This design comes from an exercise in tuning for small area and a short achievable clock period on the open sky130 flow, not from production work. In this exercise RTL edits were held to simulation tests only and were not proved equivalent to the original. Power is estimated from default activity; no workload was simulated.

## Floating_Point_Addition
module Floating_Point_Addition(clk, reset, in_valid, x, y, out_valid, result, overflow);
input clk, reset;
input in_valid;
input [31:0] x, y;
output out_valid;
output [31:0] result;
output overflow;
localparam CUT0 = 1;
localparam CUT1 = 1;
localparam CUT2 = 1;
localparam CUT3 = 1;
localparam CUT4 = 1;
localparam CUT5 = 1;
localparam N = CUT0 + CUT1 + CUT2 + CUT3 + CUT4 + CUT5 + 1;
reg [N-1:0] valid;
always @(posedge clk) begin
  if (!reset) valid <= 0;
  else valid <= {valid, in_valid};
end
assign out_valid = valid[N-1];
reg [31:0] x0, y0;
generate if (CUT0) begin : c0
  always @(posedge clk) begin x0 <= x; y0 <= y; end
end else begin : n0
  always @(*) begin x0 = x; y0 = y; end
end endgenerate
wire swap, hb, hs, sign_w, sub_w, spec_w, nan_w;
wire [7:0] eb_w, d_w;
wire [22:0] fs_w, fb_w;
Small_Alu u_small_alu(.x(x0), .y(y0), .swap(swap), .eb(eb_w), .d(d_w), .hb(hb), .hs(hs),
  .sign(sign_w), .sub(sub_w), .spec(spec_w), .nan(nan_w));
Mux_2 u_mux_2(.x(x0[22:0]), .y(y0[22:0]), .en(swap), .out(fs_w));
Mux_3 u_mux_3(.x(x0[22:0]), .y(y0[22:0]), .en(swap), .out(fb_w));
reg [23:0] mb1, ms1;
reg [7:0] eb1;
reg [5:0] d1;    
reg sign1, sub1, spec1, nan1;
generate if (CUT1) begin : c1
  always @(posedge clk) begin
    mb1 <= {hb, fb_w}; ms1 <= {hs, fs_w}; eb1 <= eb_w; d1 <= {|d_w[7:5], d_w[4:0]};
    sign1 <= sign_w; sub1 <= sub_w; spec1 <= spec_w; nan1 <= nan_w;
  end
end else begin : n1
  always @(*) begin
    mb1 = {hb, fb_w}; ms1 = {hs, fs_w}; eb1 = eb_w; d1 = {|d_w[7:5], d_w[4:0]};
    sign1 = sign_w; sub1 = sub_w; spec1 = spec_w; nan1 = nan_w;
  end
end endgenerate
wire [26:0] al_w;
Shift_Right u_shift_right(.d(d1), .m(ms1), .outp(al_w));
reg [23:0] mb2;
reg [26:0] ms2;
reg [7:0] eb2;
reg sign2, sub2, spec2, nan2;
generate if (CUT2) begin : c2
  always @(posedge clk) begin
    mb2 <= mb1; ms2 <= al_w; eb2 <= eb1; sign2 <= sign1; sub2 <= sub1; spec2 <= spec1; nan2 <= nan1;
  end
end else begin : n2
  always @(*) begin
    mb2 = mb1; ms2 = al_w; eb2 = eb1; sign2 = sign1; sub2 = sub1; spec2 = spec1; nan2 = nan1;
  end
end endgenerate
wire [27:0] sum_w;
  ...
Size in the first run: ~1,500 cells after synthesis, roughly 350 flip-flops.
==> flow/config.mk <==
export PLATFORM = sky130hd
export DESIGN_NAME = Floating_Point_Addition
export DESIGN_NICKNAME = Floating_Point_Addition
export VERILOG_FILES = /design/flow/design.v
export SDC_FILE = /design/flow/constraint.sdc
export NUM_CORES = 4
export LEC_CHECK = 0
export ABC_CLOCK_PERIOD_IN_PS = 3500
export CAP_MARGIN = 20
export CORE_MARGIN = 2
export CORE_UTILIZATION = 40
export SLEW_MARGIN = 20
==> flow/constraint.sdc <==
create_clock -name core_clock -period 13.0 [get_ports {clk}]
set_input_delay 2.6000 -clock core_clock [delete_from_list [all_inputs] [get_ports {clk}]]
set_output_delay 2.6000 -clock core_clock [all_outputs]
set_load 0.01 [all_outputs]
run.sh (not shown) runs the stock make flow with config.mk's settings and CLKGATE_MAP_FILE= SYNTH_SCRIPT=/design/flow/synth_recipe.tcl, a recipe that flattens the netlist after the stock synthesis.
Next try:
==> flow/flow/run.sh (new file) <==
#!/bin/bash
# Standard layout, with two changes to how it is optimised:
#  - the port buffers are buf_2 cells instead of the resizer's default pick
#  - repair_timing aims for a setup margin so that paths are sized for a
#    shorter period than the 13 ns constraint (the SDC is unchanged)
set -euo pipefail
export BUFFER_PORTS_ARGS="-buffer_cell sky130_fd_sc_hd__buf_2"
export SETUP_SLACK_MARGIN=9
bash standard.sh > standard.log 2>&1
==> flow/standard.sh (new file) <==
#!/bin/bash
# synth_recipe.tcl (not shown) runs the flow's synth.tcl, then flattens the netlist and writes it again
# the make line also repeats each setting of config.mk as NAME=value (left out here)
make -C /OpenROAD-flow-scripts/flow DESIGN_CONFIG=/design/flow/config.mk WORK_HOME=/design/flow/orfs CLKGATE_MAP_FILE= SYNTH_SCRIPT=/design/flow/synth_recipe.tcl "${@:-finish}"
removed: flow/run.sh
Result: Worst setup slack improves by 280 ps. Clock skew is about the same. Clock power shrinks by about 5%. Maximum frequency goes up by about 7%. Die area does not change. Area after synthesis stays the same. Sequential cell count does not change. Global-route usage is about the same.

========
Floating_Point_Addition, a different RTL version from the one above (not shown whole).
Size: roughly 100 I/O pins.
Settings: LEC_CHECK=0, ABC_CLOCK_PERIOD_IN_PS=3500, CAP_MARGIN=20, CORE_MARGIN=2, CORE_UTILIZATION=40, SLEW_MARGIN=20; clock period 13.0 ns.
standard.sh (not shown) runs the stock make flow with config.mk's settings and CLKGATE_MAP_FILE= SYNTH_SCRIPT=/design/flow/synth_recipe.tcl, a recipe that flattens the netlist after the stock synthesis.
==> flow/flow/run.sh <==
#!/bin/bash
# Standard layout, with two changes to how it is optimised:
#  - the port buffers are buf_2 cells instead of the resizer's default pick
#  - repair_timing aims for a setup margin so that paths are sized for a
#    shorter period than the 13 ns constraint (the SDC is unchanged)
set -euo pipefail
export BUFFER_PORTS_ARGS="-buffer_cell sky130_fd_sc_hd__buf_2"
export SETUP_SLACK_MARGIN=9.4
bash standard.sh > standard.log 2>&1
Rerun with:
--- a/flow/config.mk
+++ b/flow/config.mk
@@ -11,0 +12,2 @@
+export CTS_CLUSTER_DIAMETER = 60
+export CTS_CLUSTER_SIZE = 40
After rerunning:
- cell count came out lower by 0.60%
- final area came out lower by 1.6%
- clock power came out lower by 16%
- sequential power stays flat
- fmax stays flat
- wire length came out lower by 0.84%
- via count came out lower by 1.2%
- global-route usage came out lower by 0.38 points
- combinational power hardly moves
- hold slack gains 0.0051 ns
- core utilization came out lower by 0.75 points
Rerun with:
--- a/flow/flow/run.sh
+++ b/flow/flow/run.sh
@@ -8 +8 @@
-export SETUP_SLACK_MARGIN=9.4
+export SETUP_SLACK_MARGIN=9.7
Wire length grows by 2.6%.
Power grows by 1.1%.
Worst setup slack improved by 0.0048 ns.
Non-clock buffer count grows by 10.
Clock skew grows by 0.024 ns.
Synthesized area stays the same.
Global-route usage grows by 0.75 points.
Sequential share of layout area shrinks by 0.45 points.
Worst hold slack improved by 0.0036 ns.
Cell area grows by 1.2%.

========
Floating_Point_Addition, a different RTL version from the one above (not shown whole).
Size in the first run: ~100 I/O pins.
Settings: LEC_CHECK=0, ABC_AREA=1, CAP_MARGIN=20, CORE_MARGIN=2, CORE_UTILIZATION=40, CTS_CLUSTER_DIAMETER=70, CTS_CLUSTER_SIZE=50, SLEW_MARGIN=20; clock period 13.0 ns.
==> flow/flow/run.sh <==
#!/bin/bash
# Standard layout, with two changes to how it is optimised:
#  - the port buffers are buf_2 cells instead of the resizer's default pick
#  - repair_timing aims for a setup margin so that paths are sized for a
#    shorter period than the 13 ns constraint (the SDC is unchanged)
set -euo pipefail
export BUFFER_PORTS_ARGS="-buffer_cell sky130_fd_sc_hd__buf_2"
export SETUP_SLACK_MARGIN=9.4
bash standard.sh > standard.log 2>&1
Next try:
--- a/flow/config.mk
+++ b/flow/config.mk
@@ -7,3 +7,3 @@
 export LEC_CHECK = 0
-export ABC_AREA = 1
+export ABC_CLOCK_PERIOD_IN_PS = 3500
 export CAP_MARGIN = 20
@@ -11,4 +11,4 @@
 export CORE_UTILIZATION = 40
-export CTS_CLUSTER_DIAMETER = 70
-export CTS_CLUSTER_SIZE = 50
+export CTS_CLUSTER_DIAMETER = 60
+export CTS_CLUSTER_SIZE = 40
 export SLEW_MARGIN = 20
=>
- The changed run completed with no timing, DRC or antenna violations
- worst setup slack got worse by 0.22 ns
- power grows by 6.0%
- final cell count shrinks by 10%
- clock skew shrinks by 0.013 ns
- global-route usage shrinks by 0.75 points
- fmax shrinks by 5.8%
- combinational power grows by about 6%
- synthesized area grows by 4.7%
- synthesized cell count shrinks by 17%
- routed wire length shrinks by 0.53%
Next try:
--- a/flow/flow/run.sh
+++ b/flow/flow/run.sh
@@ -8,2 +8,3 @@
 export SETUP_SLACK_MARGIN=9.4
+export CTS_ARGS="-sink_clustering_enable -repair_clock_nets -sink_clustering_size 50 -sink_clustering_max_diameter 70 -dont_use_dummy_load"
 bash standard.sh > standard.log 2>&1
--- a/flow/config.mk
+++ b/flow/config.mk
@@ -7,8 +7,8 @@
 export LEC_CHECK = 0
-export ABC_CLOCK_PERIOD_IN_PS = 3500
+export ABC_AREA = 1
 export CAP_MARGIN = 20
 export CORE_MARGIN = 2
-export CORE_UTILIZATION = 40
-export CTS_CLUSTER_DIAMETER = 60
-export CTS_CLUSTER_SIZE = 40
+export CORE_UTILIZATION = 55
+export CTS_CLUSTER_DIAMETER = 70
+export CTS_CLUSTER_SIZE = 50
 export SLEW_MARGIN = 20
The new run completed with no timing, DRC or antenna violations; core utilization went up by 14 points; sequential cell count is unchanged; cell area falls by 9.8%; cell count is higher by 4.8%; total power decreases by 10%; combinational power decreases by about 8%; synthesized area went down by 4.5%.
Next try:
--- a/flow/flow/run.sh
+++ b/flow/flow/run.sh
@@ -8,3 +8,2 @@
 export SETUP_SLACK_MARGIN=9.4
-export CTS_ARGS="-sink_clustering_enable -repair_clock_nets -sink_clustering_size 50 -sink_clustering_max_diameter 70 -dont_use_dummy_load"
 bash standard.sh > standard.log 2>&1
--- a/flow/config.mk
+++ b/flow/config.mk
@@ -10,5 +10,5 @@
 export CORE_MARGIN = 2
-export CORE_UTILIZATION = 55
-export CTS_CLUSTER_DIAMETER = 70
-export CTS_CLUSTER_SIZE = 50
+export CORE_UTILIZATION = 40
+export CTS_CLUSTER_DIAMETER = 60
+export CTS_CLUSTER_SIZE = 40
 export SLEW_MARGIN = 20
Setup slack improved by 0.014 ns.
Flip-flop and latch count does not change.
Total power climbs by a little under a tenth.
Non-clock buffer count is lower by 2.
Via count grows slightly.
Design area went up by a few percent.
Count of clock-buffer cells in the layout goes up by 6.
Maximum frequency rises slightly.
Final cell count rose by a few percent.
Utilization came out lower by 15 points.

========
Setup of wip/sierra:
Floating_Point_Addition, a different RTL version from the one above (not shown whole).
For scale: roughly 1900 cells after synthesis, roughly 100 I/O pins, ~0.015 mm2 of cells after synthesis.
==> flow/design.v (excerpt) <==
module Floating_Point_Addition(clk, reset, in_valid, x, y, out_valid, result, overflow);
input clk, reset;
input in_valid;
input [31:0] x, y;
output out_valid;
output [31:0] result;
output overflow;
reg [5:0] valid;
always @(posedge clk) begin
  if (!reset) valid <= 0;
  else valid <= {valid[4:0], in_valid};
end
assign out_valid = valid[5];
wire swap_w, eeq_w, hx_w, hy_w;
wire [7:0] dxy_w;
Small_Alu u_small_alu(.x(x[30:0]), .y(y[30:0]), .swap(swap_w), .dxy(dxy_w), .eeq(eeq_w),
  .hx(hx_w), .hy(hy_w));
reg [31:0] x0, y0;
reg swap0, eeq0, hx0, hy0;
reg [7:0] dxy0;
always @(posedge clk) begin
  x0 <= x; y0 <= y; swap0 <= swap_w; dxy0 <= dxy_w; eeq0 <= eeq_w; hx0 <= hx_w; hy0 <= hy_w;
end
wire [30:0] big, sml;
Mux_3 u_mux_3(.x(x0[30:0]), .y(y0[30:0]), .en(swap0), .out(big));
Mux_2 u_mux_2(.x(x0[30:0]), .y(y0[30:0]), .en(swap0), .out(sml));
wire hb = swap0 ? hy0 : hx0;
wire hs = swap0 ? hx0 : hy0;
wire pre_r = swap0 & ~eeq0;
wire [7:0] dsel = dxy0 ^ {8{pre_r}};
wire [4:0] d = dsel[4:0] | {5{|dsel[7:5]}};
wire pre_l = hb & ~hs;
wire [25:0] ms = (pre_r & ~pre_l) ? {1'b0, hs, sml[22:0], 1'b0} :
                 (pre_l & ~pre_r) ? {sml[22:0], 3'b000} :
                                    {hs, sml[22:0], 2'b00};
wire [26:0] al_w;
Shift_Right u_shift_right(.d(d), .m(ms), .outp(al_w));
wire sx = &x0[30:23], sy = &y0[30:23];
wire sub_w = x0[31] ^ y0[31];
wire nan_w = (sx & (|x0[22:0])) | (sy & (|y0[22:0])) | (sx & sy & sub_w);
reg [23:0] mb1;
reg [26:0] ms1;
reg [7:0] eb1;
reg sign1, sub1, spec1, nan1;
always @(posedge clk) begin
  mb1 <= {hb, big[22:0]};
  ms1 <= al_w;
  eb1 <= {big[30:24], big[23] | ~hb};
  sign1 <= swap0 ? y0[31] : x0[31];
  sub1 <= sub_w;
  spec1 <= sx | sy;
  nan1 <= nan_w;
end
wire [27:0] sum_w;
Big_Alu u_big_alu(.sub(sub1), .a(mb1), .b(ms1), .outp(sum_w));
reg [27:0] s2;
reg [7:0] eb2;
reg sign2, sub2, spec2, nan2;
always @(posedge clk) begin
  s2 <= sum_w; eb2 <= eb1; sign2 <= sign1; sub2 <= sub1; spec2 <= spec1; nan2 <= nan1;
end
wire [4:0] sh_w;
wire zero_w;
  ...
==> flow/config.mk <==
export PLATFORM = sky130hd
export DESIGN_NAME = Floating_Point_Addition
export DESIGN_NICKNAME = Floating_Point_Addition
export VERILOG_FILES = /design/flow/design.v
export SDC_FILE = /design/flow/constraint.sdc
export NUM_CORES = 4
export LEC_CHECK = 0
export ABC_AREA = 1
export CAP_MARGIN = 20
export CORE_MARGIN = 2
export CORE_UTILIZATION = 55
export CTS_CLUSTER_DIAMETER = 70
export CTS_CLUSTER_SIZE = 50
export SLEW_MARGIN = 20
==> flow/constraint.sdc <==
create_clock -name core_clock -period 13.0 [get_ports {clk}]
set_input_delay 2.6000 -clock core_clock [delete_from_list [all_inputs] [get_ports {clk}]]
set_output_delay 2.6000 -clock core_clock [all_outputs]
set_load 0.01 [all_outputs]
==> flow/flow/run.sh <==
#!/bin/bash
# Standard layout, with two changes to how it is optimised:
#  - the port buffers are buf_2 cells instead of the resizer's default pick
#  - repair_timing aims for a setup margin so that paths are sized for a
#    shorter period than the 13 ns constraint (the SDC is unchanged)
set -euo pipefail
export BUFFER_PORTS_ARGS="-buffer_cell sky130_fd_sc_hd__buf_2"
export SETUP_SLACK_MARGIN=9.4
bash standard.sh > standard.log 2>&1
--- input diff wip/sierra..wip/nickel ---
diff --git a/flow/flow/run.sh b/flow/flow/run.sh
--- a/flow/flow/run.sh
+++ b/flow/flow/run.sh
@@ -3 +3 @@
-#  - the port buffers are buf_2 cells instead of the resizer's default pick
+#  - the port buffers are buf_1 cells (timing repair upsizes them where needed) instead of the resizer's default pick
@@ -7 +7 @@
-export BUFFER_PORTS_ARGS="-buffer_cell sky130_fd_sc_hd__buf_2"
+export BUFFER_PORTS_ARGS="-buffer_cell sky130_fd_sc_hd__buf_1"
Results
wip/nickel completed every stage of the flow, and the final layout passed the timing, design-rule and antenna checks.
Destination of the critical timing path: result[18] -> wip/nickel, result[29] -> wip/sierra
Between wip/nickel and wip/sierra, it is wip/nickel whose buffer count excluding the clock tree in the final layout is higher, by about 0.9%.
Total power: wip/nickel vs wip/sierra, no meaningful difference
In the final reports, the cell area of wip/nickel is smaller than that of wip/sierra.
From wip/sierra to wip/nickel the numbers moved as follows: register share of total power flat; sequential share of layout area held steady; post-synthesis adder-cell area fraction ~0 delta.
wip/sierra vs wip/nickel, uppermost layer routed: met5 vs met4

-- what the ideal ports hide --
In the flow no input, the clock included, has a driving cell. The finished layouts below were timed again as built, in two steps.
Step 1: set_driving_cell puts a clkbuf_16 on clk and a buf_2 on each other input, an assumption about the parent block.
Step 2 adds t to the input delays and takes it off the output delays; t is the mean of the earliest and latest rising clock arrival at the registers after step 1. Input paths then give back, and output paths get back, about the clock's delay inside the block.
Three values: ideal, step 1, step 2; two values: the first two.
run	t (ns)	setup WS [ns]	clock arrival spread, ns	pins driven straight from the clock port
the first run of note 1	0.591	9.003 / 8.954 / 9.071	0.018 / 0.018	1
the second run of note 1	0.581	9.279 / 9.279 / 9.279	0.017 / 0.017	1
the first run of note 2	0.581	9.358 / 9.372 / 8.792	0.019 / 0.019	1
the second run of note 2	0.609	9.366 / 9.346 / 8.783	0.020 / 0.019	1
the third run of note 2	0.619	9.371 / 9.316 / 8.775	0.044 / 0.045	1
the first run of note 3	0.578	9.418 / 9.363 / 8.924	0.042 / 0.042	1
the second run of note 3	0.595	9.197 / 9.205 / 8.610	0.031 / 0.030	1
the third run of note 3	0.535	9.413 / 9.385 / 8.891	0.079 / 0.078	1
the fourth run of note 3	0.579	9.427 / 9.369 / 8.900	0.023 / 0.023	1
wip/sierra	0.565	9.422 / 9.369 / 8.945	0.041 / 0.041	1
wip/nickel	0.561	9.445 / 9.396 / 8.969	0.016 / 0.015	1
After both steps every run listed still meets setup and hold. The setup slack of the third run of note 2, which loses most, moves by -0.055 ns with the drivers and by -0.596 ns with both steps.
